This is an optimization exercise on Yosys and OpenROAD, whose aim is small area, not a production implementation. RTL that was checked went through simulation tests only; none was proved equivalent to the original. No driver is modelled on the clock port, so clocking that relies on it looks cheaper here than on a real chip. Power is estimated from default activity; no workload was simulated.

== v6 ==
==> module pwm_module, before the edit <==
module pwm_module (
    input wire clk,
    input wire reset,                     
    input wire run,                       
    input wire [8:0] pwm_input,           
    output reg ChannelA,
    output reg ChannelB,
    output reg PWM_out
);
    reg [7:0] quo;
    reg [8:0] rem_x;
    wire [8:0] rem = rem_x ^ 9'd164;
    reg       cmp_q;                      
    reg       direction;                  
    wire [9:0] rem_inc  = {1'b0, rem} + 10'd51;
    wire       step     = rem_inc[9];
    wire [8:0] rem_next = rem + (step ? 9'd63 : 9'd51);
    wire       wrap = (quo == 8'd254);
    wire [7:0] tog;
    assign tog[0] = step & ~wrap;
    genvar i;
    generate for (i = 1; i < 8; i = i + 1) begin : g_tog
        assign tog[i] = step & ((&quo[i-1:0]) | wrap);
    end endgenerate
    always @(posedge clk) begin
        rem_x <= run ? (rem_next ^ 9'd164) : 9'd0;
        quo   <= run ? (quo ^ tog) : 8'd0;
    end
    wire       s   = pwm_input[8];
    wire [7:0] r   = quo ^ {8{s}};
    wire       on  = (pwm_input[7:0] > r) ^ s;
    wire dir_run = direction & run;
    always @(posedge clk) begin
        direction <= s & run;
    end
    always @(posedge clk or posedge reset) begin
        if (reset) begin
            cmp_q     <= 1'b0;
            PWM_out   <= 1'b0;
            ChannelA  <= 1'b0;
            ChannelB  <= 1'b0;
        end else begin
            cmp_q     <= on & run;
            PWM_out   <= cmp_q;
            ChannelA  <= ~dir_run;
            ChannelB  <= dir_run;
        end
    end
endmodule
Settings: LEC_CHECK=0, CAP_MARGIN=20, CORE_AREA=2.3 2.72 61.64 61.2, DIE_AREA=0 0 64 64, PLACE_DENSITY=0.85, SLEW_MARGIN=20, SYNTH_HIERARCHICAL=1, SYNTH_MINIMUM_KEEP_SIZE=0; clock period 32.0 ns.
standard.sh (not shown) runs the stock make flow with config.mk's settings and CLKGATE_MAP_FILE= SYNTH_SCRIPT=/design/flow/synth_recipe.tcl, a recipe that flattens the netlist after the stock synthesis.
==> flow/flow/run.sh <==
#!/bin/bash
# Own layout flow for pwm_bus_demo:
#  1. the standard synthesis, unchanged (standard.sh synth);
#  2. the combinational cells between the registers re-mapped by ABC for area
#     (registers are kept as they are: same instances, names and cell types;
#     so are the and-or selects, a22o, that feed the bus registers);
#  3. the rest of the standard ORFS flow, with the 1x buffer on every port;
#     the clock is buffered by flow/pre_cts.tcl (one clock buffer per group of
#     nearby registers) just before CTS, which then has nothing left to add.
# Each tool's output goes to a log of its own in the work folder.
set -euo pipefail
cd "$(dirname "$0")/.."
W=$PWD
P=${FLOW_PLATFORM:-sky130hd}
R=$W/orfs/results/$P/pwm_bus_demo/base
LIB=$FLOW_HOME/platforms/$P/lib/sky130_fd_sc_hd__tt_025C_1v80.lib
YOSYS=$(command -v yosys || echo "$FLOW_HOME/../tools/install/yosys/bin/yosys")

export BUFFER_PORTS_ARGS="-buffer_cell sky130_fd_sc_hd__buf_1"
export PRE_GLOBAL_PLACE_TCL=$W/flow/upsize.tcl
# Clock buffers placed by flow/pre_cts.tcl (one per group of nearby registers)
# before CTS, which then finds the clock already buffered and adds nothing.
export PRE_CTS_TCL=$W/flow/pre_cts.tcl
export CLK_BUF_GROUPS=${CLK_BUF_GROUPS:-4}
export CLK_BUF_CELL=sky130_fd_sc_hd__clkbuf_8
export CTS_ARGS="-sink_clustering_enable -repair_clock_nets -dont_use_dummy_load"

bash standard.sh synth > log_1_standard_synth.log 2>&1
cp "$R/1_2_yosys.v" "$W/synth_standard.v"

# Cells the platform marks don't-use, for ABC to leave out.
DONT_USE=$(sed -n '/^export DONT_USE_CELLS/,/^$/p' "$FLOW_HOME/platforms/$P/config.mk" \
  | grep -o 'sky130_fd_sc_hd__[A-Za-z0-9_]*' | sed 's/^/-dont_use /' | tr '\n' ' ')

# Two ABC scripts; the netlist with the smaller cell area is kept.
best=""; best_area=""
for s in area area2; do
  cat > "$W/reopt_$s.ys" <<EOF
read_liberty -ignore_miss_func $LIB
read_verilog $W/synth_standard.v
hierarchy -top $FLOW_TOP
chtype -map sky130_fd_sc_hd__a22o_2 sky130_fd_sc_hd__a22o_1 t:sky130_fd_sc_hd__a22o_2
chtype -map sky130_fd_sc_hd__a22o_4 sky130_fd_sc_hd__a22o_1 t:sky130_fd_sc_hd__a22o_4
setattr -mod -set keep_hierarchy 1 sky130_fd_sc_hd__df* sky130_fd_sc_hd__edf* sky130_fd_sc_hd__sdf* sky130_fd_sc_hd__dl* sky130_fd_sc_hd__a22o_1
flatten
techmap
opt -fast
select $FLOW_TOP
abc -liberty $LIB -script $W/flow/$s.abc $DONT_USE
opt_clean
write_verilog -noattr -selected $W/synth_reopt_$s.v
design -reset
read_liberty -lib $LIB
read_verilog $W/synth_reopt_$s.v
hierarchy -top $FLOW_TOP
tee -o $W/synth_reopt_$s.area stat -liberty $LIB
EOF
  "$YOSYS" -s "$W/reopt_$s.ys" > "log_2_reopt_$s.log" 2>&1
  a=$(awk '/Chip area for/ {print $NF}' "$W/synth_reopt_$s.area" | tail -1)
  echo "reopt $s: area $a" >> log_2_reopt_choice.log
  if [[ -z "$best" ]] || awk -v a="$a" -v b="$best_area" 'BEGIN {exit !(a < b)}'; then
    best=$s; best_area=$a
  fi
done
echo "kept $best" >> log_2_reopt_choice.log
cp "$W/synth_reopt_$best.v" "$W/synth_reopt.v"
cp "$W/synth_reopt.v" "$R/1_2_yosys.v"
rm -f "$R/1_synth.odb" "$R/1_synth.sdc"

bash standard.sh > log_3_standard_layout.log 2>&1
Other scripts of this flow, unchanged in this note and not shown: flow/flow/area.abc, flow/flow/area2.abc, flow/flow/pre_cts.tcl, flow/flow/upsize.tcl
The following lists how v7 was set up differently from v6:
-- flow/design.v --
<<< v6, line 29
    wire       s   = pwm_input[8];
    wire [7:0] r   = quo ^ {8{s}};
    wire       on  = (pwm_input[7:0] > r) ^ s;
    wire dir_run = direction & run;
    always @(posedge clk) begin
        direction <= s & run;
    end
    always @(posedge clk or posedge reset) begin
        if (reset) begin
            cmp_q     <= 1'b0;
            PWM_out   <= 1'b0;
            ChannelA  <= 1'b0;
            ChannelB  <= 1'b0;
        end else begin
            cmp_q     <= on & run;
            PWM_out   <= cmp_q;
            ChannelA  <= ~dir_run;
            ChannelB  <= dir_run;
        end
    end
>>> v7, line 29
    wire       s   = pwm_input[8];
    wire [7:0] r   = quo ^ {8{s}};
    wire [8:0] sum = {(pwm_input[7:0] > r) ^ s, 8'd0};
    always @(posedge clk or posedge reset) begin
        if (reset) begin
            cmp_q     <= 1'b0;
            direction <= 1'b0;
            PWM_out   <= 1'b0;
            ChannelA  <= 1'b0;
            ChannelB  <= 1'b0;
        end else begin
            cmp_q     <= sum[8] & run;
            direction <= s & run;
            PWM_out   <= cmp_q;
            ChannelA  <= ~direction;
            ChannelB  <= direction;
        end
    end
Notes after the runs:
Relative to v6, combinational share of power decreased by 1.3 points in v7.
Compared with v6, in v7 mean routed wirelength per cell saw an increase; ratio of final minimum period to clock period held steady; cell area after technology mapping rose by 7.5 um2; first-pass GRT wire length has increased; cell total after placement went down.
Capture point of the critical path: slave_readdata[5] -> v7, slave_readdata[0] -> v6
[compare] base=v6 new=v7: worst hold slack shrank by 0.014 ns, total power shrank by 0.0019 mW, sequential share of layout area held steady, quantity of hold-fixing buffers added after cts held steady.
For v7, only the layout was checked, not whether the RTL still works.

## re-timing with driven ports
The flow's constraints put no driver on any port. The routed layouts listed below were extracted and timed again, unchanged, in two steps. Step 1 assumes that a clkbuf_16 drives the clock port and a buf_2 every other input. Step 2, shift: input delay + t, output delay - t, t = (earliest + latest rising clock arrival at the registers) / 2. This alone moves slack from input paths to output paths. Three values: ideal ports, drivers, drivers and shift; two values: the first two.
run	shift t [ns]	slack for setup (ns)	hold WS [ns]	worst data-port slew with drivers (ns)
v6	0.194	24.352 / 24.385 / 24.191	0.363 / 0.362 / 0.362	0.03
v7	0.190	24.350 / 24.374 / 24.184	0.348 / 0.348 / 0.348	0.04
After both steps every run listed still meets setup and hold. For v7, which loses most, drivers alone change the setup slack by +0.024 ns; drivers and shift together by -0.166 ns.
